Background: an optimization exercise with open tools, aiming at small area. Do not read the settings as production practice.
The RTL was checked by simulation tests, not by an equivalence proof against the original design.
Power figures rest on the tool's default switching activity, not on a simulated workload.

**flow/constraint.sdc**
```tcl
create_clock -name core_clock -period 9.0 [get_ports {clk}]
set_input_delay 1.8000 -clock core_clock [delete_from_list [all_inputs] [get_ports {clk}]]
set_output_delay 1.8000 -clock core_clock [all_outputs]
set_load 0.01 [all_outputs]
```
**flow/flow/run.sh**
```bash
#!/bin/bash
# The standard layout (standard.sh, with the standard synthesis) with three changes:
# the port buffers use the smallest buffer cell, clock tree synthesis adds no
# dummy loads, and the flip-flops of x1 get a stronger drive before placement.
# Each make run's full output goes to its own log file here.
set -euo pipefail
bash standard.sh synth > synth.log 2>&1
bash standard.sh \
	"POST_FLOORPLAN_TCL=$PWD/flow/upsize.tcl" \
	"BUFFER_PORTS_ARGS=-buffer_cell sky130_fd_sc_hd__buf_1" \
	"CTS_ARGS=-sink_clustering_enable -repair_clock_nets -sink_clustering_size 20 -buf_list sky130_fd_sc_hd__clkbuf_8 -dont_use_dummy_load" \
	finish > layout.log 2>&1
```
**flow/design.v**
```verilog
module FA (
	input wire a, b, c,
	output wire s, co
);
	assign s = a ^ b ^ c;
	assign co = (a & b) | (a & c) | (b & c);
endmodule
module HA (
	input wire a, b,
	output wire s, co
);
	assign s = a ^ b;
	assign co = a & b;
endmodule
module Multiplier (
	input wire [29:0] x,
	output wire [18:0] lo,
	output wire [11:0] hi,
	output wire ck
);
	wire [29:0] un = ~x;
	wire u0 = un[0];
	wire u1 = un[1];
	wire u2 = un[2];
	wire u3 = un[3];
	wire u4 = un[4];
	wire u5 = un[5];
	wire u6 = un[6];
	wire u7 = un[7];
	wire u8 = un[8];
	wire u9 = un[9];
	wire u10 = un[10];
	wire u11 = un[11];
	wire u12 = un[12];
	wire u13 = un[13];
	wire u14 = un[14];
	wire u15 = un[15];
	wire u16 = un[16];
	wire u17 = un[17];
	wire u18 = un[18];
	wire u19 = un[19];
	wire u20 = un[20];
	wire u21 = un[21];
	wire u22 = un[22];
	wire u23 = un[23];
	wire u24 = un[24];
	wire u25 = un[25];
	wire u26 = un[26];
	wire u27 = un[27];
	wire u28 = un[28];
	wire u29 = un[29];
	wire p1 = u1 & ~u0;
	wire p2 = u0 & u1;
	wire p3 = u2 & ~u1;
	wire p4 = u1 & u2;
	wire p5 = u3 & ~u2;
	wire p6 = u2 & u3;
	wire p7 = u4 & ~u3;
	wire p8 = u3 & u4;
	wire p9 = u5 & ~u4;
	wire p10 = u4 & u5;
	wire p11 = u6 & ~u5;
	wire p12 = u5 & u6;
	wire p13 = u7 & ~u6;
	wire p14 = u6 & u7;
	wire p15 = u8 & ~u7;
	wire p16 = u7 & u8;
	wire p17 = u9 & ~u8;
	wire p18 = u8 & u9;
	wire p19 = u10 & ~u9;
	wire p20 = u9 & u10;
	wire p21 = u11 & ~u10;
	wire p22 = u10 & u11;
	wire p23 = u12 & ~u11;
	wire p24 = u11 & u12;
	wire p25 = u13 & ~u12;
	wire p26 = u12 & u13;
	wire p27 = u14 & ~u13;
	wire p28 = u13 & u14;
	wire p29 = u15 & ~u14;
	wire p30 = u0 & u2;
	wire p31 = u0 & u3;
	wire p32 = u0 & u4;
	wire p33 = u0 & u5;
	wire p34 = u0 & u6;
	wire p35 = u0 & u7;
	wire p36 = u0 & u8;
	wire p37 = u0 & u9;
	wire p38 = u0 & u10;
	wire p39 = u0 & u11;
	wire p40 = u0 & u12;
	wire p41 = u0 & u13;
	wire p42 = u0 & u14;
	wire p43 = u0 & u15;
	wire p44 = u0 & u16;
	wire p45 = u0 & u17;
	wire p46 = u0 & u18;
	wire p47 = u0 & u19;
	wire p48 = u0 & u20;
	wire p49 = u0 & u21;
	wire p50 = u0 & u22;
	wire p51 = u0 & u23;
	wire p52 = u0 & u24;
	wire p53 = u0 & u25;
	wire p54 = u0 & u26;
	wire p55 = u0 & u27;
	wire p56 = u0 & u28;
	wire p57 = u0 & u29;
	wire p58 = u1 & u3;
	wire p59 = u1 & u4;
	wire p60 = u1 & u5;
	wire p61 = u1 & u6;
	wire p62 = u1 & u7;
	wire p63 = u1 & u8;
	wire p64 = u1 & u9;
	wire p65 = u1 & u10;
	wire p66 = u1 & u11;
	wire p67 = u1 & u12;
	wire p68 = u1 & u13;
	wire p69 = u1 & u14;
	wire p70 = u1 & u15;
	wire p71 = u1 & u16;
	wire p72 = u1 & u17;
	wire p73 = u1 & u18;
	wire p74 = u1 & u19;
	wire p75 = u1 & u20;
	wire p76 = u1 & u21;
	wire p77 = u1 & u22;
	wire p78 = u1 & u23;
	wire p79 = u1 & u24;
	wire p80 = u1 & u25;
	wire p81 = u1 & u26;
	wire p82 = u1 & u27;
	wire p83 = u1 & u28;
	wire p84 = u2 & u4;
	wire p85 = u2 & u5;
	wire p86 = u2 & u6;
	wire p87 = u2 & u7;
	wire p88 = u2 & u8;
	wire p89 = u2 & u9;
	wire p90 = u2 & u10;
	wire p91 = u2 & u11;
	wire p92 = u2 & u12;
	wire p93 = u2 & u13;
	wire p94 = u2 & u14;
	wire p95 = u2 & u15;
	wire p96 = u2 & u16;
	wire p97 = u2 & u17;
	wire p98 = u2 & u18;
	wire p99 = u2 & u19;
	wire p100 = u2 & u20;
	wire p101 = u2 & u21;
	wire p102 = u2 & u22;
	wire p103 = u2 & u23;
	wire p104 = u2 & u24;
	wire p105 = u2 & u25;
	wire p106 = u2 & u26;
	wire p107 = u2 & u27;
	wire p108 = u3 & u5;
	wire p109 = u3 & u6;
	wire p110 = u3 & u7;
	wire p111 = u3 & u8;
	wire p112 = u3 & u9;
	wire p113 = u3 & u10;
	wire p114 = u3 & u11;
	wire p115 = u3 & u12;
	wire p116 = u3 & u13;
	wire p117 = u3 & u14;
	wire p118 = u3 & u15;
	wire p119 = u3 & u16;
	wire p120 = u3 & u17;
	wire p121 = u3 & u18;
	wire p122 = u3 & u19;
	wire p123 = u3 & u20;
	wire p124 = u3 & u21;
	wire p125 = u3 & u22;
	wire p126 = u3 & u23;
	wire p127 = u3 & u24;
	wire p128 = u3 & u25;
	wire p129 = u3 & u26;
	wire p130 = u4 & u6;
	wire p131 = u4 & u7;
	wire p132 = u4 & u8;
	wire p133 = u4 & u9;
	wire p134 = u4 & u10;
	wire p135 = u4 & u11;
	wire p136 = u4 & u12;
	wire p137 = u4 & u13;
	wire p138 = u4 & u14;
	wire p139 = u4 & u15;
	wire p140 = u4 & u16;
	wire p141 = u4 & u17;
	wire p142 = u4 & u18;
	wire p143 = u4 & u19;
	wire p144 = u4 & u20;
	wire p145 = u4 & u21;
	wire p146 = u4 & u22;
	wire p147 = u4 & u23;
	wire p148 = u4 & u24;
	wire p149 = u4 & u25;
	wire p150 = u5 & u7;
	wire p151 = u5 & u8;
	wire p152 = u5 & u9;
	wire p153 = u5 & u10;
	wire p154 = u5 & u11;
	wire p155 = u5 & u12;
	wire p156 = u5 & u13;
	wire p157 = u5 & u14;
	wire p158 = u5 & u15;
	wire p159 = u5 & u16;
	wire p160 = u5 & u17;
	wire p161 = u5 & u18;
	wire p162 = u5 & u19;
	wire p163 = u5 & u20;
	wire p164 = u5 & u21;
	wire p165 = u5 & u22;
	wire p166 = u5 & u23;
	wire p167 = u5 & u24;
	wire p168 = u6 & u8;
	wire p169 = u6 & u9;
	wire p170 = u6 & u10;
	wire p171 = u6 & u11;
	wire p172 = u6 & u12;
	wire p173 = u6 & u13;
	wire p174 = u6 & u14;
	wire p175 = u6 & u15;
	wire p176 = u6 & u16;
	wire p177 = u6 & u17;
	wire p178 = u6 & u18;
	wire p179 = u6 & u19;
	wire p180 = u6 & u20;
	wire p181 = u6 & u21;
	wire p182 = u6 & u22;
	wire p183 = u6 & u23;
	wire p184 = u7 & u9;
	wire p185 = u7 & u10;
	wire p186 = u7 & u11;
	wire p187 = u7 & u12;
	wire p188 = u7 & u13;
	wire p189 = u7 & u14;
	wire p190 = u7 & u15;
	wire p191 = u7 & u16;
	wire p192 = u7 & u17;
	wire p193 = u7 & u18;
	wire p194 = u7 & u19;
	wire p195 = u7 & u20;
	wire p196 = u7 & u21;
	wire p197 = u7 & u22;
	wire p198 = u8 & u10;
	wire p199 = u8 & u11;
	wire p200 = u8 & u12;
	wire p201 = u8 & u13;
	wire p202 = u8 & u14;
	wire p203 = u8 & u15;
	wire p204 = u8 & u16;
	wire p205 = u8 & u17;
	wire p206 = u8 & u18;
	wire p207 = u8 & u19;
	wire p208 = u8 & u20;
	wire p209 = u8 & u21;
	wire p210 = u9 & u11;
	wire p211 = u9 & u12;
	wire p212 = u9 & u13;
	wire p213 = u9 & u14;
	wire p214 = u9 & u15;
	wire p215 = u9 & u16;
	wire p216 = u9 & u17;
	wire p217 = u9 & u18;
	wire p218 = u9 & u19;
	wire p219 = u9 & u20;
	wire p220 = u10 & u12;
	wire p221 = u10 & u13;
	wire p222 = u10 & u14;
	wire p223 = u10 & u15;
	wire p224 = u10 & u16;
	wire p225 = u10 & u17;
	wire p226 = u10 & u18;
	wire p227 = u10 & u19;
	wire p228 = u11 & u13;
	wire p229 = u11 & u14;
	wire p230 = u11 & u15;
	wire p231 = u11 & u16;
	wire p232 = u11 & u17;
	wire p233 = u11 & u18;
	wire p234 = u12 & u14;
	wire p235 = u12 & u15;
	wire p236 = u12 & u16;
	wire p237 = u12 & u17;
	wire p238 = u13 & u15;
	wire p239 = u13 & u16;
	wire s240, c241;
	HA hs240 (.a(p26), .b(p54), .s(s240), .co(c241));
	wire s242, c243;
	FA fs242 (.a(p27), .b(p55), .c(p81), .s(s242), .co(c243));
	wire s244, c245;
	FA fs244 (.a(p28), .b(p56), .c(p82), .s(s244), .co(c245));
	wire s246, c247;
	HA hs246 (.a(p106), .b(p128), .s(s246), .co(c247));
	wire s248 = p29 ^ p57 ^ p83;
	wire s249 = p107 ^ p129 ^ p149;
	wire s250, c251;
	HA hs250 (.a(p18), .b(p46), .s(s250), .co(c251));
	wire s252, c253;
	FA fs252 (.a(p19), .b(p47), .c(p73), .s(s252), .co(c253));
	wire s254, c255;
	FA fs254 (.a(p20), .b(p48), .c(p74), .s(s254), .co(c255));
	wire s256, c257;
	HA hs256 (.a(p98), .b(p120), .s(s256), .co(c257));
	wire s258, c259;
	FA fs258 (.a(p21), .b(p49), .c(p75), .s(s258), .co(c259));
	wire s260, c261;
	FA fs260 (.a(p99), .b(p121), .c(p141), .s(s260), .co(c261));
	wire s262, c263;
	FA fs262 (.a(p22), .b(p50), .c(p76), .s(s262), .co(c263));
	wire s264, c265;
	FA fs264 (.a(p100), .b(p122), .c(p142), .s(s264), .co(c265));
	wire s266, c267;
	HA hs266 (.a(p160), .b(p176), .s(s266), .co(c267));
	wire s268, c269;
	FA fs268 (.a(p23), .b(p51), .c(p77), .s(s268), .co(c269));
	wire s270, c271;
	FA fs270 (.a(p101), .b(p123), .c(p143), .s(s270), .co(c271));
	wire s272, c273;
	FA fs272 (.a(p161), .b(p177), .c(p191), .s(s272), .co(c273));
	wire s274, c275;
	FA fs274 (.a(p24), .b(p52), .c(p78), .s(s274), .co(c275));
	wire s276, c277;
	FA fs276 (.a(p102), .b(p124), .c(p144), .s(s276), .co(c277));
	wire s278, c279;
	FA fs278 (.a(p162), .b(p178), .c(p192), .s(s278), .co(c279));
	wire s280, c281;
	HA hs280 (.a(p204), .b(p214), .s(s280), .co(c281));
	wire s282, c283;
	FA fs282 (.a(p25), .b(p53), .c(p79), .s(s282), .co(c283));
	wire s284, c285;
	FA fs284 (.a(p103), .b(p125), .c(p145), .s(s284), .co(c285));
	wire s286, c287;
	FA fs286 (.a(p163), .b(p179), .c(p193), .s(s286), .co(c287));
	wire s288, c289;
	FA fs288 (.a(p205), .b(p215), .c(p223), .s(s288), .co(c289));
	wire s290, c291;
	FA fs290 (.a(p80), .b(p104), .c(p126), .s(s290), .co(c291));
	wire s292, c293;
	FA fs292 (.a(p146), .b(p164), .c(p180), .s(s292), .co(c293));
	wire s294, c295;
	FA fs294 (.a(p194), .b(p206), .c(p216), .s(s294), .co(c295));
	wire s296, c297;
	FA fs296 (.a(p224), .b(p230), .c(p234), .s(s296), .co(c297));
	wire s298, c299;
	FA fs298 (.a(p105), .b(p127), .c(p147), .s(s298), .co(c299));
	wire s300, c301;
	FA fs300 (.a(p165), .b(p181), .c(p195), .s(s300), .co(c301));
	wire s302, c303;
	FA fs302 (.a(p207), .b(p217), .c(p225), .s(s302), .co(c303));
	wire s304, c305;
	FA fs304 (.a(p231), .b(p235), .c(c241), .s(s304), .co(c305));
	wire s306, c307;
	FA fs306 (.a(p148), .b(p166), .c(p182), .s(s306), .co(c307));
	wire s308, c309;
	FA fs308 (.a(p196), .b(p208), .c(p218), .s(s308), .co(c309));
	wire s310, c311;
	FA fs310 (.a(p226), .b(p232), .c(p236), .s(s310), .co(c311));
	wire s312, c313;
	FA fs312 (.a(p238), .b(c243), .c(s244), .s(s312), .co(c313));
	wire s314 = p167 ^ p183 ^ p197;
	wire s315 = p209 ^ p219 ^ p227;
	wire s316 = p233 ^ p237 ^ p239;
	wire s317 = c245 ^ c247 ^ s248;
	wire s318, c319;
	HA hs318 (.a(p12), .b(p40), .s(s318), .co(c319));
	wire s320, c321;
	FA fs320 (.a(p13), .b(p41), .c(p67), .s(s320), .co(c321));
	wire s322, c323;
	FA fs322 (.a(p14), .b(p42), .c(p68), .s(s322), .co(c323));
	wire s324, c325;
	HA hs324 (.a(p92), .b(p114), .s(s324), .co(c325));
	wire s326, c327;
	FA fs326 (.a(p15), .b(p43), .c(p69), .s(s326), .co(c327));
	wire s328, c329;
	FA fs328 (.a(p93), .b(p115), .c(p135), .s(s328), .co(c329));
	wire s330, c331;
	FA fs330 (.a(p16), .b(p44), .c(p70), .s(s330), .co(c331));
	wire s332, c333;
	FA fs332 (.a(p94), .b(p116), .c(p136), .s(s332), .co(c333));
	wire s334, c335;
	HA hs334 (.a(p154), .b(p170), .s(s334), .co(c335));
	wire s336, c337;
	FA fs336 (.a(p17), .b(p45), .c(p71), .s(s336), .co(c337));
	wire s338, c339;
	FA fs338 (.a(p95), .b(p117), .c(p137), .s(s338), .co(c339));
	wire s340, c341;
	FA fs340 (.a(p155), .b(p171), .c(p185), .s(s340), .co(c341));
	wire s342, c343;
	FA fs342 (.a(p72), .b(p96), .c(p118), .s(s342), .co(c343));
	wire s344, c345;
	FA fs344 (.a(p138), .b(p156), .c(p172), .s(s344), .co(c345));
	wire s346, c347;
	FA fs346 (.a(p186), .b(p198), .c(s250), .s(s346), .co(c347));
	wire s348, c349;
	FA fs348 (.a(p97), .b(p119), .c(p139), .s(s348), .co(c349));
	wire s350, c351;
	FA fs350 (.a(p157), .b(p173), .c(p187), .s(s350), .co(c351));
	wire s352, c353;
	FA fs352 (.a(p199), .b(c251), .c(s252), .s(s352), .co(c353));
	wire s354, c355;
	FA fs354 (.a(p140), .b(p158), .c(p174), .s(s354), .co(c355));
	wire s356, c357;
	FA fs356 (.a(p188), .b(p200), .c(p210), .s(s356), .co(c357));
	wire s358, c359;
	FA fs358 (.a(c253), .b(s254), .c(s256), .s(s358), .co(c359));
	wire s360, c361;
	FA fs360 (.a(p159), .b(p175), .c(p189), .s(s360), .co(c361));
	wire s362, c363;
	FA fs362 (.a(p201), .b(p211), .c(c255), .s(s362), .co(c363));
	wire s364, c365;
	FA fs364 (.a(c257), .b(s258), .c(s260), .s(s364), .co(c365));
	wire s366, c367;
	FA fs366 (.a(p190), .b(p202), .c(p212), .s(s366), .co(c367));
	wire s368, c369;
	FA fs368 (.a(p220), .b(c259), .c(c261), .s(s368), .co(c369));
	wire s370, c371;
	FA fs370 (.a(s262), .b(s264), .c(s266), .s(s370), .co(c371));
	wire s372, c373;
	FA fs372 (.a(p203), .b(p213), .c(p221), .s(s372), .co(c373));
	wire s374, c375;
	FA fs374 (.a(c263), .b(c265), .c(c267), .s(s374), .co(c375));
	wire s376, c377;
	FA fs376 (.a(s268), .b(s270), .c(s272), .s(s376), .co(c377));
	wire s378, c379;
	FA fs378 (.a(p222), .b(p228), .c(c269), .s(s378), .co(c379));
	wire s380, c381;
	FA fs380 (.a(c271), .b(c273), .c(s274), .s(s380), .co(c381));
	wire s382, c383;
	FA fs382 (.a(s276), .b(s278), .c(s280), .s(s382), .co(c383));
	wire s384, c385;
	FA fs384 (.a(p229), .b(c275), .c(c277), .s(s384), .co(c385));
	wire s386, c387;
	FA fs386 (.a(c279), .b(c281), .c(s282), .s(s386), .co(c387));
	wire s388, c389;
	FA fs388 (.a(s284), .b(s286), .c(s288), .s(s388), .co(c389));
	wire s390, c391;
	FA fs390 (.a(s240), .b(c283), .c(c285), .s(s390), .co(c391));
	wire s392, c393;
	FA fs392 (.a(c287), .b(c289), .c(s290), .s(s392), .co(c393));
	wire s394, c395;
	FA fs394 (.a(s292), .b(s294), .c(s296), .s(s394), .co(c395));
	wire s396, c397;
	FA fs396 (.a(s242), .b(c291), .c(c293), .s(s396), .co(c397));
	wire s398, c399;
	FA fs398 (.a(c295), .b(c297), .c(s298), .s(s398), .co(c399));
	wire s400, c401;
	FA fs400 (.a(s300), .b(s302), .c(s304), .s(s400), .co(c401));
	wire s402, c403;
	FA fs402 (.a(s246), .b(c299), .c(c301), .s(s402), .co(c403));
	wire s404, c405;
	FA fs404 (.a(c303), .b(c305), .c(s306), .s(s404), .co(c405));
	wire s406, c407;
	FA fs406 (.a(s308), .b(s310), .c(s312), .s(s406), .co(c407));
	wire s408 = s249 ^ c307 ^ c309;
	wire s409 = c311 ^ c313 ^ s314;
	wire s410 = s315 ^ s316 ^ s317;
	wire s411, c412;
	HA hs411 (.a(p8), .b(p36), .s(s411), .co(c412));
	wire s413, c414;
	FA fs413 (.a(p9), .b(p37), .c(p63), .s(s413), .co(c414));
	wire s415, c416;
	FA fs415 (.a(p10), .b(p38), .c(p64), .s(s415), .co(c416));
	wire s417, c418;
	HA hs417 (.a(p88), .b(p110), .s(s417), .co(c418));
	wire s419, c420;
	FA fs419 (.a(p11), .b(p39), .c(p65), .s(s419), .co(c420));
	wire s421, c422;
	FA fs421 (.a(p89), .b(p111), .c(p131), .s(s421), .co(c422));
	wire s423, c424;
	FA fs423 (.a(p66), .b(p90), .c(p112), .s(s423), .co(c424));
	wire s425, c426;
	FA fs425 (.a(p132), .b(p150), .c(s318), .s(s425), .co(c426));
	wire s427, c428;
	FA fs427 (.a(p91), .b(p113), .c(p133), .s(s427), .co(c428));
	wire s429, c430;
	FA fs429 (.a(p151), .b(c319), .c(s320), .s(s429), .co(c430));
	wire s431, c432;
	FA fs431 (.a(p134), .b(p152), .c(p168), .s(s431), .co(c432));
	wire s433, c434;
	FA fs433 (.a(c321), .b(s322), .c(s324), .s(s433), .co(c434));
	wire s435, c436;
	FA fs435 (.a(p153), .b(p169), .c(c323), .s(s435), .co(c436));
	wire s437, c438;
	FA fs437 (.a(c325), .b(s326), .c(s328), .s(s437), .co(c438));
	wire s439, c440;
	FA fs439 (.a(p184), .b(c327), .c(c329), .s(s439), .co(c440));
	wire s441, c442;
	FA fs441 (.a(s330), .b(s332), .c(s334), .s(s441), .co(c442));
	wire s443, c444;
	FA fs443 (.a(c331), .b(c333), .c(c335), .s(s443), .co(c444));
	wire s445, c446;
	FA fs445 (.a(s336), .b(s338), .c(s340), .s(s445), .co(c446));
	wire s447, c448;
	FA fs447 (.a(c337), .b(c339), .c(c341), .s(s447), .co(c448));
	wire s449, c450;
	FA fs449 (.a(s342), .b(s344), .c(s346), .s(s449), .co(c450));
	wire s451, c452;
	FA fs451 (.a(c343), .b(c345), .c(c347), .s(s451), .co(c452));
	wire s453, c454;
	FA fs453 (.a(s348), .b(s350), .c(s352), .s(s453), .co(c454));
	wire s455, c456;
	FA fs455 (.a(c349), .b(c351), .c(c353), .s(s455), .co(c456));
	wire s457, c458;
	FA fs457 (.a(s354), .b(s356), .c(s358), .s(s457), .co(c458));
	wire s459, c460;
	FA fs459 (.a(c355), .b(c357), .c(c359), .s(s459), .co(c460));
	wire s461, c462;
	FA fs461 (.a(s360), .b(s362), .c(s364), .s(s461), .co(c462));
	wire s463, c464;
	FA fs463 (.a(c361), .b(c363), .c(c365), .s(s463), .co(c464));
	wire s465, c466;
	FA fs465 (.a(s366), .b(s368), .c(s370), .s(s465), .co(c466));
	wire s467, c468;
	FA fs467 (.a(c367), .b(c369), .c(c371), .s(s467), .co(c468));
	wire s469, c470;
	FA fs469 (.a(s372), .b(s374), .c(s376), .s(s469), .co(c470));
	wire s471, c472;
	FA fs471 (.a(c373), .b(c375), .c(c377), .s(s471), .co(c472));
	wire s473, c474;
	FA fs473 (.a(s378), .b(s380), .c(s382), .s(s473), .co(c474));
	wire s475, c476;
	FA fs475 (.a(c379), .b(c381), .c(c383), .s(s475), .co(c476));
	wire s477, c478;
	FA fs477 (.a(s384), .b(s386), .c(s388), .s(s477), .co(c478));
	wire s479, c480;
	FA fs479 (.a(c385), .b(c387), .c(c389), .s(s479), .co(c480));
	wire s481, c482;
	FA fs481 (.a(s390), .b(s392), .c(s394), .s(s481), .co(c482));
	wire s483, c484;
	FA fs483 (.a(c391), .b(c393), .c(c395), .s(s483), .co(c484));
	wire s485, c486;
	FA fs485 (.a(s396), .b(s398), .c(s400), .s(s485), .co(c486));
	wire s487, c488;
	FA fs487 (.a(c397), .b(c399), .c(c401), .s(s487), .co(c488));
	wire s489, c490;
	FA fs489 (.a(s402), .b(s404), .c(s406), .s(s489), .co(c490));
	wire s491 = c403 ^ c405 ^ c407;
	wire s492 = s408 ^ s409 ^ s410;
	wire s493, c494;
	HA hs493 (.a(p6), .b(p34), .s(s493), .co(c494));
	wire s495, c496;
	FA fs495 (.a(p7), .b(p35), .c(p61), .s(s495), .co(c496));
	wire s497, c498;
	FA fs497 (.a(p62), .b(p86), .c(p108), .s(s497), .co(c498));
	wire s499, c500;
	FA fs499 (.a(p87), .b(p109), .c(c412), .s(s499), .co(c500));
	wire s501, c502;
	FA fs501 (.a(p130), .b(c414), .c(s415), .s(s501), .co(c502));
	wire s503, c504;
	FA fs503 (.a(c416), .b(c418), .c(s419), .s(s503), .co(c504));
	wire s505, c506;
	FA fs505 (.a(c420), .b(c422), .c(s423), .s(s505), .co(c506));
	wire s507, c508;
	FA fs507 (.a(c424), .b(c426), .c(s427), .s(s507), .co(c508));
	wire s509, c510;
	FA fs509 (.a(c428), .b(c430), .c(s431), .s(s509), .co(c510));
	wire s511, c512;
	FA fs511 (.a(c432), .b(c434), .c(s435), .s(s511), .co(c512));
	wire s513, c514;
	FA fs513 (.a(c436), .b(c438), .c(s439), .s(s513), .co(c514));
	wire s515, c516;
	FA fs515 (.a(c440), .b(c442), .c(s443), .s(s515), .co(c516));
	wire s517, c518;
	FA fs517 (.a(c444), .b(c446), .c(s447), .s(s517), .co(c518));
	wire s519, c520;
	FA fs519 (.a(c448), .b(c450), .c(s451), .s(s519), .co(c520));
	wire s521, c522;
	FA fs521 (.a(c452), .b(c454), .c(s455), .s(s521), .co(c522));
	wire s523, c524;
	FA fs523 (.a(c456), .b(c458), .c(s459), .s(s523), .co(c524));
	wire s525, c526;
	FA fs525 (.a(c460), .b(c462), .c(s463), .s(s525), .co(c526));
	wire s527, c528;
	FA fs527 (.a(c464), .b(c466), .c(s467), .s(s527), .co(c528));
	wire s529, c530;
	FA fs529 (.a(c468), .b(c470), .c(s471), .s(s529), .co(c530));
	wire s531, c532;
	FA fs531 (.a(c472), .b(c474), .c(s475), .s(s531), .co(c532));
	wire s533, c534;
	FA fs533 (.a(c476), .b(c478), .c(s479), .s(s533), .co(c534));
	wire s535, c536;
	FA fs535 (.a(c480), .b(c482), .c(s483), .s(s535), .co(c536));
	wire s537, c538;
	FA fs537 (.a(c484), .b(c486), .c(s487), .s(s537), .co(c538));
	wire s539 = c488 ^ c490 ^ s491;
	wire s540, c541;
	HA hs540 (.a(p4), .b(p32), .s(s540), .co(c541));
	wire s542, c543;
	FA fs542 (.a(p5), .b(p33), .c(p59), .s(s542), .co(c543));
	wire s544, c545;
	FA fs544 (.a(p60), .b(p84), .c(s493), .s(s544), .co(c545));
	wire s546, c547;
	FA fs546 (.a(p85), .b(c494), .c(s495), .s(s546), .co(c547));
	wire s548, c549;
	FA fs548 (.a(s411), .b(c496), .c(s497), .s(s548), .co(c549));
	wire s550, c551;
	FA fs550 (.a(s413), .b(c498), .c(s499), .s(s550), .co(c551));
	wire s552, c553;
	FA fs552 (.a(s417), .b(c500), .c(s501), .s(s552), .co(c553));
	wire s554, c555;
	FA fs554 (.a(s421), .b(c502), .c(s503), .s(s554), .co(c555));
	wire s556, c557;
	FA fs556 (.a(s425), .b(c504), .c(s505), .s(s556), .co(c557));
	wire s558, c559;
	FA fs558 (.a(s429), .b(c506), .c(s507), .s(s558), .co(c559));
	wire s560, c561;
	FA fs560 (.a(s433), .b(c508), .c(s509), .s(s560), .co(c561));
	wire s562, c563;
	FA fs562 (.a(s437), .b(c510), .c(s511), .s(s562), .co(c563));
	wire s564, c565;
	FA fs564 (.a(s441), .b(c512), .c(s513), .s(s564), .co(c565));
	wire s566, c567;
	FA fs566 (.a(s445), .b(c514), .c(s515), .s(s566), .co(c567));
	wire s568, c569;
	FA fs568 (.a(s449), .b(c516), .c(s517), .s(s568), .co(c569));
	wire s570, c571;
	FA fs570 (.a(s453), .b(c518), .c(s519), .s(s570), .co(c571));
	wire s572, c573;
	FA fs572 (.a(s457), .b(c520), .c(s521), .s(s572), .co(c573));
	wire s574, c575;
	FA fs574 (.a(s461), .b(c522), .c(s523), .s(s574), .co(c575));
	wire s576, c577;
	FA fs576 (.a(s465), .b(c524), .c(s525), .s(s576), .co(c577));
	wire s578, c579;
	FA fs578 (.a(s469), .b(c526), .c(s527), .s(s578), .co(c579));
	wire s580, c581;
	FA fs580 (.a(s473), .b(c528), .c(s529), .s(s580), .co(c581));
	wire s582, c583;
	FA fs582 (.a(s477), .b(c530), .c(s531), .s(s582), .co(c583));
	wire s584, c585;
	FA fs584 (.a(s481), .b(c532), .c(s533), .s(s584), .co(c585));
	wire s586, c587;
	FA fs586 (.a(s485), .b(c534), .c(s535), .s(s586), .co(c587));
	wire s588, c589;
	FA fs588 (.a(s489), .b(c536), .c(s537), .s(s588), .co(c589));
	wire s590 = s492 ^ c538 ^ s539;
	wire s591, c592;
	HA hs591 (.a(p2), .b(p30), .s(s591), .co(c592));
	wire s593, c594;
	FA fs593 (.a(p3), .b(p31), .c(c592), .s(s593), .co(c594));
	wire s595, c596;
	FA fs595 (.a(p58), .b(s540), .c(c594), .s(s595), .co(c596));
	wire s597, c598;
	FA fs597 (.a(c541), .b(s542), .c(c596), .s(s597), .co(c598));
	wire s599, c600;
	FA fs599 (.a(c543), .b(s544), .c(c598), .s(s599), .co(c600));
	wire s601, c602;
	FA fs601 (.a(c545), .b(s546), .c(c600), .s(s601), .co(c602));
	wire s603, c604;
	FA fs603 (.a(c547), .b(s548), .c(c602), .s(s603), .co(c604));
	wire s605, c606;
	FA fs605 (.a(c549), .b(s550), .c(c604), .s(s605), .co(c606));
	wire s607, c608;
	FA fs607 (.a(c551), .b(s552), .c(c606), .s(s607), .co(c608));
	wire s609, c610;
	FA fs609 (.a(c553), .b(s554), .c(c608), .s(s609), .co(c610));
	wire s611, c612;
	FA fs611 (.a(c555), .b(s556), .c(c610), .s(s611), .co(c612));
	wire s613, c614;
	FA fs613 (.a(c557), .b(s558), .c(c612), .s(s613), .co(c614));
	wire s615, c616;
	FA fs615 (.a(c559), .b(s560), .c(c614), .s(s615), .co(c616));
	wire s617, c618;
	FA fs617 (.a(c561), .b(s562), .c(c616), .s(s617), .co(c618));
	wire s619, c620;
	FA fs619 (.a(c563), .b(s564), .c(c618), .s(s619), .co(c620));
	wire s621, c622;
	FA fs621 (.a(c565), .b(s566), .c(c620), .s(s621), .co(c622));
	wire s623, c624;
	HA hs623 (.a(c567), .b(s568), .s(s623), .co(c624));
	wire s625, c626;
	FA fs625 (.a(c569), .b(s570), .c(c624), .s(s625), .co(c626));
	wire s627, c628;
	FA fs627 (.a(c571), .b(s572), .c(c626), .s(s627), .co(c628));
	wire s629, c630;
	FA fs629 (.a(c573), .b(s574), .c(c628), .s(s629), .co(c630));
	wire s631, c632;
	FA fs631 (.a(c575), .b(s576), .c(c630), .s(s631), .co(c632));
	wire s633, c634;
	FA fs633 (.a(c577), .b(s578), .c(c632), .s(s633), .co(c634));
	wire s635, c636;
	FA fs635 (.a(c579), .b(s580), .c(c634), .s(s635), .co(c636));
	wire s637, c638;
	FA fs637 (.a(c581), .b(s582), .c(c636), .s(s637), .co(c638));
	wire s639, c640;
	FA fs639 (.a(c583), .b(s584), .c(c638), .s(s639), .co(c640));
	wire s641, c642;
	FA fs641 (.a(c585), .b(s586), .c(c640), .s(s641), .co(c642));
	wire s643, c644;
	FA fs643 (.a(c587), .b(s588), .c(c642), .s(s643), .co(c644));
	wire s645 = c589 ^ s590 ^ c644;
	assign lo = {s621, s619, s617, s615, s613, s611, s609, s607, s605, s603, s601, s599, s597, s595, s593, s591, p1, 1'b0, u0};
	assign hi = {s645, s643, s641, s639, s637, s635, s633, s631, s629, s627, s625, s623};
	assign ck = c622;
endmodule
module poly_top #(
	parameter a = 2,
	parameter b = 4,
	parameter c = 6,
	parameter data_width = 32
)
(
	input wire clk,rst,
	input wire [data_width-1:0] x,
	input wire in_valid,
	output wire [data_width-1:0] y,
	output wire out_valid,
	output wire [1:0] state
);
	localparam K = 19;
	reg [1:0] q;
	always @(posedge clk) begin
		if (rst | ~in_valid) q <= 2'b00;
		else q <= {q[1] | q[0], q[1] | ~q[0]};
	end
	assign state = {q[1], q[0] & ~q[1]};
	assign out_valid = q[1] & q[0];
	reg [29:0] x0, x1;
	reg [K-1:0] rlo;
	reg [30-K:0] rhi;
	reg rck;
	wire [K-1:0] lo;
	wire [30-K:0] hi;
	wire ck;
	Multiplier sqr (.x(x1), .lo(lo), .hi(hi), .ck(ck));
	always @(posedge clk) begin
		x0 <= x[29:0];
		x1 <= x0;
		rlo <= lo;
		rhi <= hi;
		rck <= ck;
	end
	wire [30-K:0] shi;
	wire [31-K:0] inc;
	assign inc[0] = rck;
	genvar i;
	generate
		for (i = 0; i < 30 - K; i = i + 1) begin : incr
			HA h (.a(rhi[i]), .b(inc[i]), .s(shi[i]), .co(inc[i+1]));
		end
	endgenerate
	assign shi[30-K] = rhi[30-K] ^ inc[30-K];
	assign y = {shi, rlo[K-1:2], 1'b1, rlo[0], 1'b0};
endmodule
```
**flow/flow/upsize.tcl**
```tcl
foreach inst [get_cells {x1*}] {
  replace_cell $inst sky130_fd_sc_hd__dfxtp_2
}
```
**flow/config.mk**
```make
export PLATFORM = sky130hd
export DESIGN_NAME = poly_top
export DESIGN_NICKNAME = poly_top
export VERILOG_FILES = /design/flow/design.v
export SDC_FILE = /design/flow/constraint.sdc
export NUM_CORES = 4
export LEC_CHECK = 0
export CAP_MARGIN = 0
export CORE_MARGIN = 2
export CORE_UTILIZATION = 60
export CTS_BUF_LIST = sky130_fd_sc_hd__clkbuf_8
export CTS_CLUSTER_SIZE = 20
export SLEW_MARGIN = 0
export SYNTH_HIERARCHICAL = 1
export SYNTH_MINIMUM_KEEP_SIZE = 0
```
**flow/standard.sh**
```bash
#!/bin/bash
# synth_recipe.tcl (not shown) runs the flow's synth.tcl, then flattens the netlist and writes it again
# the make line also repeats each setting of config.mk as NAME=value (left out here)
make -C /OpenROAD-flow-scripts/flow DESIGN_CONFIG=/design/flow/config.mk WORK_HOME=/design/flow/orfs CLKGATE_MAP_FILE= SYNTH_SCRIPT=/design/flow/synth_recipe.tcl "${@:-finish}"
```
==> impl_metrics.toml, run 1 <==
[outcome]
outcome = "complete, no violations"

[global_routing]
met2_usage_pct = 43.27
grt_max_degree = 23
grt_use_met3_pct = 4.812
overflow = 0
antenna_found_initial = 0
grt_pass1_wl_um = 25490
grt_pass1_vias = 5055
track_usage_pct = 25.83
grt.met1_usage_pct = 34.27
top_usage_layer = "met2"

[floorplanning]
rows = 40
ios = 70
die-area_um2 = 13460
core_area_um2 = 12110
initial_core_util_pct = 62.16
die_y_um = 116.0
die_w_um = 116.0

[clocking]
cts-htree-levels = 3
clock_latency_ns = 0.38
cts_tree = "done"
cts_buffers = 9
root_buffer = "clkbuf_8"
clkSinkCount = 93
cts_resized = 0
clk_pin_slew_ns = 0.11
cts_setup_buffers = 0
clockBufferDepth = 2
ctsHoldBuffers = 0

[pwr]
total_power_mw = 1.947
comb_power_share_pct = 59.8
p_sw_mw = 0.7611
p_clk_share_pct = 11.4
intPower_mw = 1.186
switching_share_pct = 39.09
seq_power_share_pct = 28.8
cellPowerDensity_nw_per_um2 = 247.8
vdd_drop_max_v = 0.0001986
power.leakage_nw = 3.484

[worst_setup_path]
arrival_ns = 8.36
path_buf_inv = 0
crit_path_end_kind = "flip-flop"
cp.required_ns = 9.23
critPathMaxStageDelay_ns = 0.59
start_kind = "flip-flop"
cpMaxStageDelayCell = "dfxtp_2"
rrSetupSlack_ns = 0.87
worst-path-max-fanout = 16
critical-path-top-delay-family = "adder cells"
critical_path.cell_chain = "nor2b_1 -> fa_1 -> fa_1 -> fa_1 -> fa_1 -> ha_1 -> fa_1 -> fa_1 -> fa_1 -> fa_1 -> fa_1 -> fa_1 -> fa_1 -> fa_1 -> fa_1 -> fa_1 -> xnor2_1 -> xnor2_1 -> xnor2_1 -> xnor2_1 -> xnor3_1"
rr_worst_depth = 21
crit_cells = 21
crit_top_cell = "fa_1"
critical_path_class = "flip-flop to flip-flop"

[job]
maxCapViolCount = 0

[timing]
fin_setup_tns_ns = 0
hold_viol = 0
fin_hold_ws_ns = 0.2990
fmax_ghz = 0.1229
rsz0062_at_grt = "no"
period_needed_ns = 8.134
fin_worst_skew_ns = 0.03091
finalSetupViolations = 0
slew_viol_final = 0
fin_crit_sh_pct = 90.37
setup_ws_ns = 0.8663

[place]
post-dp-hpwl_um = 11950
place_ws_ns = 0.7878
gp_congestion = 0.8906
placed_cell_area_um2 = 7734
port_buffers = 65
place_inst = 828

[layout]
nets = 913
post-route-util_pct = 64.88
multi_input_area_um2 = 5234
syn_to_final_growth_pct = 4.371
finalNonFillerCells = 837
drive_gt1_share_pct = 10.31
fin_area_um2 = 7858
diodes = 0
regArea_um2 = 1899
fillers = 970

[logic_synthesis]
yosysWarningCount = 7
synth.avg_cell_area_um2 = 11.55
syn_inst = 652
synth_nets = 894
synthesis.area_um2 = 7528

[routing]
routed_wl_um = 15440
first_pass_iters = 5
avgViaCountPerCell = 5.321
ant_nets = 0
drc = 0
wire_per_inst_um = 18.44
first_iter_violations = 248
vias = 4454

[hold_path]
hp-class = "flip-flop to flip-flop"
hold_depth = 0
worst register-to-register path, stage by stage (launching register included):
cell     delay (ns)
dfxtp_2        0.59
nor2b_1        0.27
fa_1           0.44
fa_1           0.46
fa_1           0.54
fa_1           0.42
ha_1           0.21
fa_1           0.38
fa_1           0.39
fa_1           0.38
fa_1           0.40
fa_1           0.39
fa_1           0.39
fa_1           0.39
fa_1           0.39
fa_1           0.39
fa_1           0.42
xnor2_1        0.21
xnor2_1        0.16
xnor2_1        0.15
xnor2_1        0.15
xnor3_1        0.47
final timing paths:
| path | start | endpoint |
|---|---|---|
| worst max-delay path | x1[8] | rhi[11] |
| worst min-delay path | x0[3] | x1[3] |
| worst max register to register | x1[8] | rhi[11] |
| worst min register to register | x0[3] | x1[3] |
cell type report:
type                            count  share of cell area, %
Tap cell                          168                  2.675
Clock buffer                        9                  1.576
Multi-Input combinational cell    482                  66.61
Sequential cell                    93                  24.17
Timing Repair Buffer               84                  4.920
Inverter                            1                0.04777
power groups by stage:
stage | Clock, mW | Combinational [mW] | Sequential, mW
floorplan | 0 | 1.32 | 0.566
global placement | 0 | 1.16 | 0.570
detailed placement | 0 | 1.21 | 0.572
CTS | 0.231 | 1.22 | 0.562
global route | 0.245 | 1.37 | 0.571
finish | 0.222 | 1.16 | 0.562
layer usage:
metal | vias to the layer above | share of wire [%]
met1 | 2292 | 39
li1 | 1940 | -
met2 | 201 | 51
met5 | - | 0
met3 | 21 | 8.2
met4 | 0 | 1.7
flip-flops by register name, indices dropped and copies added (netlist names):
signal / cells
x0: 30
x1: 30
rlo: 18
rhi: 12
q: 2
rck: 1
cell usage in the layout (no fill, tap or decap):
cell	n
conb_1	2
fa_1	181
dfxtp_2	30
dfxtp_1	63
nor2_1	222
buf_1	65
nor2_4	2
nand2b_4	1
xnor2_2	1
xor2_1	5
xor2_2	1
buf_4	19
inv_1	1
xnor2_1	20
ha_1	26
xnor3_1	1
and2_2	1
nor2b_4	1
nor2_2	4
nor2b_1	14
clkbuf_8	9
==> inputs of run 2 (changes only) <==
--- a/flow/flow/run.sh
+++ b/flow/flow/run.sh
@@ -8,3 +8,3 @@
 bash standard.sh \
-	"POST_FLOORPLAN_TCL=$PWD/flow/upsize.tcl" \
+	"POST_FLOORPLAN_TCL=$PWD/flow/upsize.tcl" "GPL_KEEP_OVERFLOW=0" "RECOVER_POWER=100" \
 	"BUFFER_PORTS_ARGS=-buffer_cell sky130_fd_sc_hd__buf_1" \
==> impl_metrics.toml, run 2 <==
[outcome]
outcome = "complete, no violations"

[place]
port_buffers = 65
gp_congestion = 0.8366
post-dp-hpwl_um = 10450

[pwr]
cellPowerDensity_nw_per_um2 = 248.6
power.leakage_nw = 3.390
vdd_drop_max_v = 0.0002993
total_power_mw = 1.916

[job]
maxCapViolCount = 0

[global_routing]
track_usage_pct = 25.04
grt_max_degree = 31
grt_pass1_vias = 4913
overflow = 0
grt_pass1_wl_um = 24830
antenna_found_initial = 0

[worst_setup_path]
cpMaxStageDelayCell = "dfxtp_2"
crit_path_end = "rhi[11]"
critical_path_class = "flip-flop to flip-flop"
crit_top_cell = "fa_1"
crit_cells = 21
cp.required_ns = 9.21
critPathMaxStageDelay_ns = 0.79
crit_path_end_kind = "flip-flop"
start_kind = "flip-flop"
worst-path-max-fanout = 29
rr_worst_depth = 21
rrSetupSlack_ns = 0.67
cp-startpoint = "x1[2]"
rr_endpoint = "rhi[11]"
critical_path.cell_chain = "nor2_1 -> fa_1 -> fa_1 -> fa_1 -> fa_1 -> ha_1 -> fa_1 -> fa_1 -> fa_1 -> fa_1 -> fa_1 -> fa_1 -> fa_1 -> fa_1 -> fa_1 -> fa_1 -> xnor2_1 -> xnor2_1 -> xnor2_1 -> xnor2_1 -> xnor3_1"
critical-path-top-delay-family = "adder cells"
path_buf_inv = 0
arrival_ns = 8.54
timing.rr.start = "x1[2]"

[routing]
wire_per_inst_um = 17.99
avgViaCountPerCell = 5.366
first_pass_iters = 4
routed_wl_um = 14710
ant_nets = 0
drc = 0
vias = 4389
first_iter_violations = 239

[floorplanning]
die_w_um = 116.0
ios = 70
core_area_um2 = 12110
die_y_um = 116.0
die-area_um2 = 13460
rows = 40
initial_core_util_pct = 62.16

[clocking]
cts_setup_buffers = 0
clk_pin_slew_ns = 0.11
clock_latency_ns = 0.38
cts_tree = "done"
clockBufferDepth = 2
ctsHoldBuffers = 0
cts_buffers = 9
root_buffer = "clkbuf_8"
clkSinkCount = 93
cts-htree-levels = 3
cts_resized = 0

[layout]
syn_to_final_growth_pct = 2.343
drive_gt1_share_pct = 7.385
layout_commonest_cell = "nor2_1"
nets = 894
fillers = 1004
final_cell_mix = "nor2_1, fa_1, buf_1, dfxtp_1, dfxtp_2"
reg.largest.list = "x0: 30 flops, x1: 30 flops, rlo: 18 flops"
diodes = 0

[timing]
fin_hold_ws_ns = 0.3266
slew_viol_final = 0
rsz0062_at_grt = "no"
fin_setup_tns_ns = 0
period_needed_ns = 8.334
worst_slew_pin_slew_ns = 0.7022
fin_worst_skew_ns = 0.03279
finalSetupViolations = 0
hold_viol = 0
max-slew-margin-rel_pct = 53.18
fin_crit_sh_pct = 92.60
fmax_ghz = 0.1200

[logic_synthesis]
yosysWarningCount = 7
synthesis.area_um2 = 7528
syn_inst = 652
synth_nets = 894
synth.avg_cell_area_um2 = 11.55

[hold_path]
hp-class = "flip-flop to flip-flop"
==> run 2: layer usage <==
layer / vias up / track usage, % / part of all wire, %
met3: 21 / 3.870 / 5.9
met4: 0 / 10.16 / 2.4
met5: - / 0 / 0
met2: 158 / 41.75 / 51
met1: 2312 / 33.31 / 41
li1: 1898 / - / -
==> run 2: area by class of cell <==
class / count / area [µm²] / share of cell area [%]
tap: 168 / 210.2 / 2.728
multi-input combinational: 482 / 5224 / 67.80
inverter: 1 / 3.754 / 0.04872
clock buffer: 9 / 123.9 / 1.608
timing repair buffer: 65 / 244.0 / 3.167
sequential: 93 / 1899 / 24.65
==> run 2: power breakdown <==
part           internal, mW  switching (mW)  leakage (nW)
clock network        0.0897           0.124        0.0647
registers             0.519          0.0613         0.784
logic                 0.564           0.557          2.54
==> run 2: worst min path at each step <==
stage / start / to / slack [ns] / cells past startpoint
2_1_floorplan: x0[0] / x1[0] / 0.31 / 0
3_3_place_gp: x0[11] / x1[11] / 0.31 / 0
3_5_place_dp: x0[0] / x1[0] / 0.31 / 0
4_1_cts: x0[21] / x1[21] / 0.33 / 0
5_1_grt: x0[7] / x1[7] / 0.33 / 0
6_report: x0[21] / x1[21] / 0.33 / 0
==> run 2: through the flow <==
step                utilization (%)  cells  area (µm²)  setup WS [ns]
global placement              62.68    809        7591         0.6755
CTS                           63.70    818        7715         0.5889
global route                  63.62    818        7705         0.3798
finish                        63.62    818        7705         0.6664
detailed placement            62.68    809        7591         0.6472
floorplan                         -    652        7528         0.9868
==> inputs of run 3 (changes only) <==
--- a/flow/flow/run.sh
+++ b/flow/flow/run.sh
@@ -8,3 +8,3 @@
 bash standard.sh \
-	"POST_FLOORPLAN_TCL=$PWD/flow/upsize.tcl" "GPL_KEEP_OVERFLOW=0" "RECOVER_POWER=100" \
+	"GPL_KEEP_OVERFLOW=0" "RECOVER_POWER=100" \
 	"BUFFER_PORTS_ARGS=-buffer_cell sky130_fd_sc_hd__buf_1" \
removed: flow/flow/upsize.tcl
==> impl_metrics.toml, run 3 <==
[routing]
vias = 4415
avgViaCountPerCell = 5.397
wire_per_inst_um = 19.20
ant_nets = 0
drc = 0
routed_wl_um = 15710
first_iter_violations = 273
first_pass_iters = 4

[layout]
reg.largest.list = "x0: 30 flops, x1: 30 flops, rlo: 18 flops"
final_cell_mix = "nor2_1, fa_1, dfxtp_1, buf_1, ha_1"
syn_to_final_growth_pct = 1.828
diodes = 0
drive_gt1_share_pct = 3.385
layout_commonest_cell = "nor2_1"
nets = 894
finalNonFillerCells = 818

[worst_setup_path]
cp.required_ns = 9.26
critical_path.cell_chain = "nor2_1 -> fa_1 -> fa_1 -> fa_1 -> fa_1 -> ha_1 -> fa_1 -> fa_1 -> fa_1 -> fa_1 -> fa_1 -> fa_1 -> fa_1 -> fa_1 -> fa_1 -> fa_1 -> xnor2_1 -> xnor2_1 -> xnor2_1 -> xnor2_1 -> xnor3_1"
crit_cells = 21
path_buf_inv = 0
crit_top_cell = "fa_1"
crit_path_end_kind = "flip-flop"
start_kind = "flip-flop"
critPathMaxStageDelay_ns = 1.20
critical_path_class = "flip-flop to flip-flop"
worst-path-max-fanout = 27
cpMaxStageDelayCell = "dfxtp_1"
critical-path-top-delay-family = "adder cells"
rr_worst_depth = 21
arrival_ns = 8.91

[global_routing]
grt_max_degree = 31
antenna_found_initial = 0
grt_pass1_wl_um = 26340
grt_pass1_vias = 5175
track_usage_pct = 26.81
overflow = 0

[clocking]
cts_setup_buffers = 0
clockBufferDepth = 2
root_buffer = "clkbuf_8"
cts_buffers = 9
clock_latency_ns = 0.39
clk_pin_slew_ns = 0.10
cts-htree-levels = 3
clkSinkCount = 93
cts_tree = "done"

[place]
post-dp-hpwl_um = 10940
gp_congestion = 0.8563
port_buffers = 65
place_inst = 809

[logic_synthesis]
syn_inst = 652
synth_nets = 894
synthesis.area_um2 = 7528
yosysWarningCount = 7
synth.avg_cell_area_um2 = 11.55

[pwr]
total_power_mw = 1.927
power.leakage_nw = 3.384
cellPowerDensity_nw_per_um2 = 251.4
vdd_drop_max_v = 0.0002334

[timing]
fin_worst_skew_ns = 0.02856
fmax_ghz = 0.1156
rsz0062_at_grt = "no"
slew_viol_final = 0
max-slew-margin-rel_pct = 13.72
period_needed_ns = 8.649
fin_crit_sh_pct = 96.10
fin_setup_tns_ns = 0
finalSetupViolations = 0
worst_slew_pin_slew_ns = 1.292
hold_viol = 0

[floorplanning]
die-area_um2 = 13460
die_w_um = 116.0
rows = 40
initial_core_util_pct = 62.16
die_y_um = 116.0
ios = 70
core_area_um2 = 12110

[hold_path]
hp-class = "flip-flop to flip-flop"
hold_depth = 0

[outcome]
outcome = "complete, no violations"

[job]
maxCapViolCount = 0
==> run 3: cell count changes in the layout (fill, tap and decap cells not counted) <==
cell / delta
dfxtp_2: -25
nand2b_4: -1
dfxtp_1: +25
nand2b_1: +1
==> run 3: path summary, 6_finish.rpt <==
kind | start | endpoint | slack (ns)
max reg2reg | x1[4] | rhi[11] | 0.35
min | x0[28] | x1[28] | 0.31
min reg2reg | x0[28] | x1[28] | 0.31
max | x1[4] | rhi[11] | 0.35
==> run 3: repair_timing <==
| action | CTS | global route |
|---|---|---|
| hold buffers | 0 | 0 |
| gates resized for setup | 0 | 5 |
| setup endpoints to repair | 0 | 1 |
==> run 3: cell type report <==
type | count | area, µm²
clock buffers | 9 | 123.9
fillers | 1008 | 4446
inverters | 1 | 3.754
multi-input cells | 482 | 5216
flip-flops and latches | 93 | 1868
well taps | 168 | 210.2
repair buffers | 65 | 244.0
==> run 3: metrics by stage <==
step | setup slack (ns) | util, % | instance area, µm² | hold WS (ns)
after floorplan | 0.9868 | - | 7528 | 0.3096
after global placement | 0.3171 | 62.37 | 7553 | 0.3100
after detailed placement | 0.2184 | 62.37 | 7553 | 0.3121
after CTS | 0.1882 | 63.39 | 7677 | 0.3125
after global routing | 0.007796 | 63.30 | 7666 | 0.3246
final | 0.3509 | 63.30 | 7666 | 0.3123
==> run 3: layer usage <==
layer / up-vias / wire length [µm] / track usage [%]
met5: - / 0 / 0
met4: 0 / 399 / 11.83
li1: 1900 / - / -
met3: 29 / 1102 / 3.766
met1: 2314 / 6193 / 34.96
met2: 172 / 8014 / 45.30
==> run 3: power breakdown <==
group	leakage [nW]	switching (mW)	internal, mW
logic	2.54	0.551	0.569
clock network	0.0647	0.136	0.0898
registers	0.784	0.0638	0.517
==> inputs of run 4 (changes only) <==
--- a/flow/flow/run.sh
+++ b/flow/flow/run.sh
@@ -10,3 +10,3 @@
 	"BUFFER_PORTS_ARGS=-buffer_cell sky130_fd_sc_hd__buf_1" \
-	"CTS_ARGS=-sink_clustering_enable -repair_clock_nets -sink_clustering_size 20 -buf_list sky130_fd_sc_hd__clkbuf_8 -dont_use_dummy_load" \
+	"CTS_ARGS=-sink_clustering_enable -repair_clock_nets -sink_clustering_size 60 -sink_clustering_max_diameter 300 -buf_list sky130_fd_sc_hd__clkbuf_8 -dont_use_dummy_load" \
 	finish > layout.log 2>&1
==> impl_metrics.toml, run 4 <==
[clocking]
cts_tree = "done"
clockBufferDepth = 2
cts-htree-levels = 3
clock_latency_ns = 0.39
clkSinkCount = 93
clk_pin_slew_ns = 0.10
cts_setup_buffers = 0
ctsHoldBuffers = 0
cts_buffers = 9
root_buffer = "clkbuf_8"

[floorplanning]
ios = 70
initial_core_util_pct = 62.16
die_y_um = 116.0
core_area_um2 = 12110
die_w_um = 116.0
die-area_um2 = 13460
rows = 40

[worst_setup_path]
critical_path_class = "flip-flop to flip-flop"
start_kind = "flip-flop"
critical_path.cell_chain = "nor2_1 -> fa_1 -> fa_1 -> fa_1 -> fa_1 -> ha_1 -> fa_1 -> fa_1 -> fa_1 -> fa_1 -> fa_1 -> fa_1 -> fa_1 -> fa_1 -> fa_1 -> fa_1 -> xnor2_1 -> xnor2_1 -> xnor2_1 -> xnor2_1 -> xnor3_1"
worst-path-max-fanout = 27
cp.required_ns = 9.26
cpMaxStageDelayCell = "dfxtp_1"
arrival_ns = 8.91
crit_top_cell = "fa_1"
critPathMaxStageDelay_ns = 1.20
crit_path_end_kind = "flip-flop"

[routing]
vias = 4415
ant_nets = 0
wire_per_inst_um = 19.20
drc = 0
first_pass_iters = 4
avgViaCountPerCell = 5.397
first_iter_violations = 273
routed_wl_um = 15710

[timing]
fin_crit_sh_pct = 96.10
fin_setup_tns_ns = 0
period_needed_ns = 8.649
finalSetupViolations = 0
fmax_ghz = 0.1156
slew_viol_final = 0
hold_viol = 0
fin_worst_skew_ns = 0.02856
rsz0062_at_grt = "no"
worst_slew_pin_slew_ns = 1.292
max-slew-margin-rel_pct = 13.72

[layout]
final_cell_mix = "nor2_1, fa_1, dfxtp_1, buf_1, ha_1"
nets = 894
regArea_um2 = 1868
drive_gt1_share_pct = 3.385
fillers = 1008
syn_to_final_growth_pct = 1.828
post-route-util_pct = 63.30
diodes = 0
multi_input_area_um2 = 5216
reg.largest.list = "x0: 30 flops, x1: 30 flops, rlo: 18 flops"
layout_commonest_cell = "nor2_1"

[global_routing]
grt_pass1_vias = 5175
track_usage_pct = 26.81
overflow = 0
grt_pass1_wl_um = 26340
antenna_found_initial = 0
grt_max_degree = 31

[logic_synthesis]
synth_nets = 894
synth.avg_cell_area_um2 = 11.55
syn_inst = 652
yosysWarningCount = 7
synthesis.area_um2 = 7528

[hold_path]
hp-class = "flip-flop to flip-flop"

[pwr]
power.leakage_nw = 3.384
cellPowerDensity_nw_per_um2 = 251.4
vdd_drop_max_v = 0.0002334

[place]
port_buffers = 65
gp_congestion = 0.8563
post-dp-hpwl_um = 10940

[job]
maxCapViolCount = 0

[outcome]
outcome = "complete, no violations"
## run 4: layout make-up
cell class	count	area share, %
Multi-Input combinational cell	482	68.04
Inverter	1	0.04896
Tap cell	168	2.742
Clock buffer	9	1.616
Timing Repair Buffer	65	3.183
Sequential cell	93	24.37
## run 4: where the power goes
part	switching, mW	internal, mW	total, mW
clock network	0.136	0.0898	0.226
logic	0.551	0.569	1.12
registers	0.0638	0.517	0.581
total	0.751	1.18	1.93
## run 4: final timing paths
| check | from | to | slack, ns | cells after the start |
|---|---|---|---|---|
| worst min-delay path | x0[28] | x1[28] | 0.31 | 0 |
| worst max-delay path | x1[4] | rhi[11] | 0.35 | 21 |
| worst min register to register | x0[28] | x1[28] | 0.31 | 0 |
| worst max register to register | x1[4] | rhi[11] | 0.35 | 21 |
## run 4: worst max-delay path, delay by kind of cell (launching register included)
family / cells / cell delay [ns]
simple gates: 1 / 0.17
flops: 1 / 1.20
xor+xnor: 5 / 1.13
fa+ha+maj: 15 / 5.99
## run 4: metrics by stage
step	hold WS, ns	worst slack, ns	std cells	area (µm²)	power [mW]
6_report	0.3123	0.3509	818	7666	1.927
5_1_grt	0.3246	0.007796	818	7666	2.141
4_1_cts	0.3125	0.1882	818	7677	1.988
3_5_place_dp	0.3121	0.2184	809	7553	1.762
3_3_place_gp	0.3100	0.3171	809	7553	1.702
2_1_floorplan	0.3096	0.9868	652	7528	1.889
## run 4: timing repair
| item | in CTS | in global routing |
|---|---|---|
| endpoints found under the setup margin | 0 | 1 |
| hold endpoints to repair | 0 | 0 |
| gates resized for setup | 0 | 5 |
## run 4: layer usage
layer / up-vias / GRT usage, % / share of wire [%]
li1: 1900 / - / -
met4: 0 / 11.83 / 2.5
met1: 2314 / 34.96 / 39
met5: - / 0 / 0
met2: 172 / 45.30 / 51
met3: 29 / 3.766 / 7.0
==> inputs of run 5 (changes only) <==
--- a/flow/flow/run.sh
+++ b/flow/flow/run.sh
@@ -10,3 +10,3 @@
 	"BUFFER_PORTS_ARGS=-buffer_cell sky130_fd_sc_hd__buf_1" \
-	"CTS_ARGS=-sink_clustering_enable -repair_clock_nets -sink_clustering_size 60 -sink_clustering_max_diameter 300 -buf_list sky130_fd_sc_hd__clkbuf_8 -dont_use_dummy_load" \
+	"CTS_ARGS=-sink_clustering_enable -repair_clock_nets -sink_clustering_size 100 -sink_clustering_max_diameter 500 -buf_list sky130_fd_sc_hd__clkbuf_16 -dont_use_dummy_load" \
 	finish > layout.log 2>&1
==> impl_metrics.toml, run 5 <==
[worst_setup_path]
cpMaxStageDelayCell = "dfxtp_1"
arrival_ns = 8.90
critical_path.cell_chain = "nor2_1 -> fa_1 -> fa_1 -> fa_1 -> fa_1 -> ha_1 -> fa_1 -> fa_1 -> fa_1 -> fa_1 -> fa_1 -> fa_1 -> fa_1 -> fa_1 -> fa_1 -> fa_1 -> xnor2_1 -> xnor2_1 -> xnor2_1 -> xnor2_1 -> xnor3_1"
crit_cells = 21
crit_path_end_kind = "flip-flop"
critical-path-top-delay-family = "adder cells"
crit_top_cell = "fa_1"
rr_worst_depth = 21
start_kind = "flip-flop"
cp.required_ns = 9.22
worst-path-max-fanout = 26
critPathMaxStageDelay_ns = 1.16
critical_path_class = "flip-flop to flip-flop"
path_buf_inv = 0

[pwr]
switching_share_pct = 37.63
intPower_mw = 1.264
power.leakage_nw = 3.430
p_clk_share_pct = 15.9
cellPowerDensity_nw_per_um2 = 260.9
p_sw_mw = 0.7624
comb_power_share_pct = 55.4
seq_power_share_pct = 28.7
vdd_drop_max_v = 0.0002344

[routing]
wire_per_inst_um = 19.19
first_iter_violations = 217
drc = 0
vias = 4419
avgViaCountPerCell = 5.402
routed_wl_um = 15700
ant_nets = 0
first_pass_iters = 4

[floorplanning]
die_y_um = 116.0
initial_core_util_pct = 62.16
ios = 70
die_w_um = 116.0
core_area_um2 = 12110
rows = 40
die-area_um2 = 13460

[job]
maxCapViolCount = 0

[timing]
finalSetupViolations = 0
max-slew-margin-rel_pct = 14.02
fmax_ghz = 0.1152
hold_viol = 0
fin_worst_skew_ns = 0.01842
fin_crit_sh_pct = 96.48
slew_viol_final = 0
fin_hold_ws_ns = 0.3160
period_needed_ns = 8.683
worst_slew_pin_slew_ns = 1.288
rsz0062_at_grt = "no"
fin_setup_tns_ns = 0

[place]
placed_cell_area_um2 = 7553
post-dp-hpwl_um = 10940
gp_congestion = 0.8563
port_buffers = 65
place_inst = 809

[hold_path]
hold_depth = 0
hp-class = "flip-flop to flip-flop"

[global_routing]
grt_max_degree = 31
track_usage_pct = 26.66
antenna_found_initial = 0
grt_pass1_vias = 5178
grt_pass1_wl_um = 26360
overflow = 0

[layout]
final_cell_mix = "nor2_1, fa_1, dfxtp_1, buf_1, ha_1"
fin_area_um2 = 7766
finalNonFillerCells = 818
syn_to_final_growth_pct = 3.158
diodes = 0
layout_commonest_cell = "nor2_1"
drive_gt1_share_pct = 3.231
reg.largest.list = "x0: 30 flops, x1: 30 flops, rlo: 18 flops"
nets = 894

[clocking]
clkSinkCount = 93
clock_latency_ns = 0.35
clockBufferDepth = 2
root_buffer = "clkbuf_16"
cts_buffers = 9
ctsHoldBuffers = 0
cts-htree-levels = 3
clk_pin_slew_ns = 0.07
cts_tree = "done"

[logic_synthesis]
synth.avg_cell_area_um2 = 11.55
synthesis.area_um2 = 7528
synth_nets = 894
syn_inst = 652
yosysWarningCount = 7

[outcome]
outcome = "complete, no violations"
run 5: area by class of cell:
| class | instances | area (µm²) |
|---|---|---|
| well taps | 168 | 210.2 |
| clock buffers | 9 | 225.2 |
| repair buffers | 65 | 244.0 |
| flip-flops and latches | 93 | 1867 |
| fillers | 993 | 4345 |
| inverters | 1 | 3.754 |
| multi-input cells | 482 | 5216 |
run 5: power by group through the flow:
stage          clock, mW  combinational, mW  sequential (mW)
6_report           0.322               1.12            0.582
5_1_grt            0.345               1.30            0.590
4_1_cts            0.331               1.17            0.581
3_5_place_dp           0               1.17            0.590
3_3_place_gp           0               1.11            0.589
2_1_floorplan          0               1.32            0.566
run 5: worst paths after layout:
kind / end / slack (ns) / start
min reg2reg: x1[28] / 0.32 / x0[28]
max reg2reg: rhi[11] / 0.32 / x1[5]
max: rhi[11] / 0.32 / x1[5]
min: x1[28] / 0.32 / x0[28]
run 5: layer usage:
metal  part of all wire (%)  GRT usage, %
met4                    1.9         10.71
met1                     41         35.03
met2                     52         45.46
met3                    5.9         3.504
met5                      0             0
run 5: worst reg2reg max path, stage by stage (launching register included):
cell and delay [ns]:
dfxtp_1 1.16, nor2_1 0.21, fa_1 0.56, fa_1 0.41, fa_1 0.54, fa_1 0.41, ha_1 0.21, fa_1 0.39
fa_1 0.39, fa_1 0.38, fa_1 0.39, fa_1 0.38, fa_1 0.39, fa_1 0.39, fa_1 0.39, fa_1 0.38
fa_1 0.43, xnor2_1 0.17, xnor2_1 0.21, xnor2_1 0.11, xnor2_1 0.23, xnor3_1 0.42
run 5: metrics by stage:
stage	setup slack [ns]	power, mW	util (%)
4_1_cts	0.1922	2.085	64.23
6_report	0.3168	2.026	64.12
3_5_place_dp	0.2184	1.762	62.37
2_1_floorplan	0.9868	1.889	-
3_3_place_gp	0.3171	1.702	62.37
5_1_grt	0.008066	2.236	64.12
run 5: repair_timing:
item / CTS / global route
resized for setup: 0 / 4
buffers inserted: 0 / 0
setup endpoints to repair: 0 / 1

==> re-timing with driven ports <==
How much do the figures lean on ideal ports? The routed layouts below were timed once more, with nothing changed but the port constraints.
Step 1: set_driving_cell puts a clkbuf_16 on clk and a buf_2 on each other input, an assumption about the parent block.
Step 2 adds t to the input delays and takes it off the output delays; t is the mean of the earliest and latest rising clock arrival at the registers after step 1. Input paths then give back, and output paths get back, about the clock's delay inside the block.
a / b / c = no drivers / after step 1 / after step 2; a / b = the first two.
run | t, ns | setup slack, ns | worst register clock-pin slew, ns | pins driven straight from the clock port
run 1 | 0.402 | 0.866 / 0.866 / 0.866 | 0.11 / 0.11 | 1
run 2 | 0.394 | 0.666 / 0.666 / 0.666 | 0.11 / 0.11 | 1
run 3 | 0.408 | 0.351 / 0.351 / 0.351 | 0.10 / 0.10 | 1
run 4 | 0.408 | 0.351 / 0.351 / 0.351 | 0.10 / 0.10 | 1
run 5 | 0.380 | 0.317 / 0.317 / 0.317 | 0.07 / 0.07 | 1
After both steps every run listed still meets setup and hold.
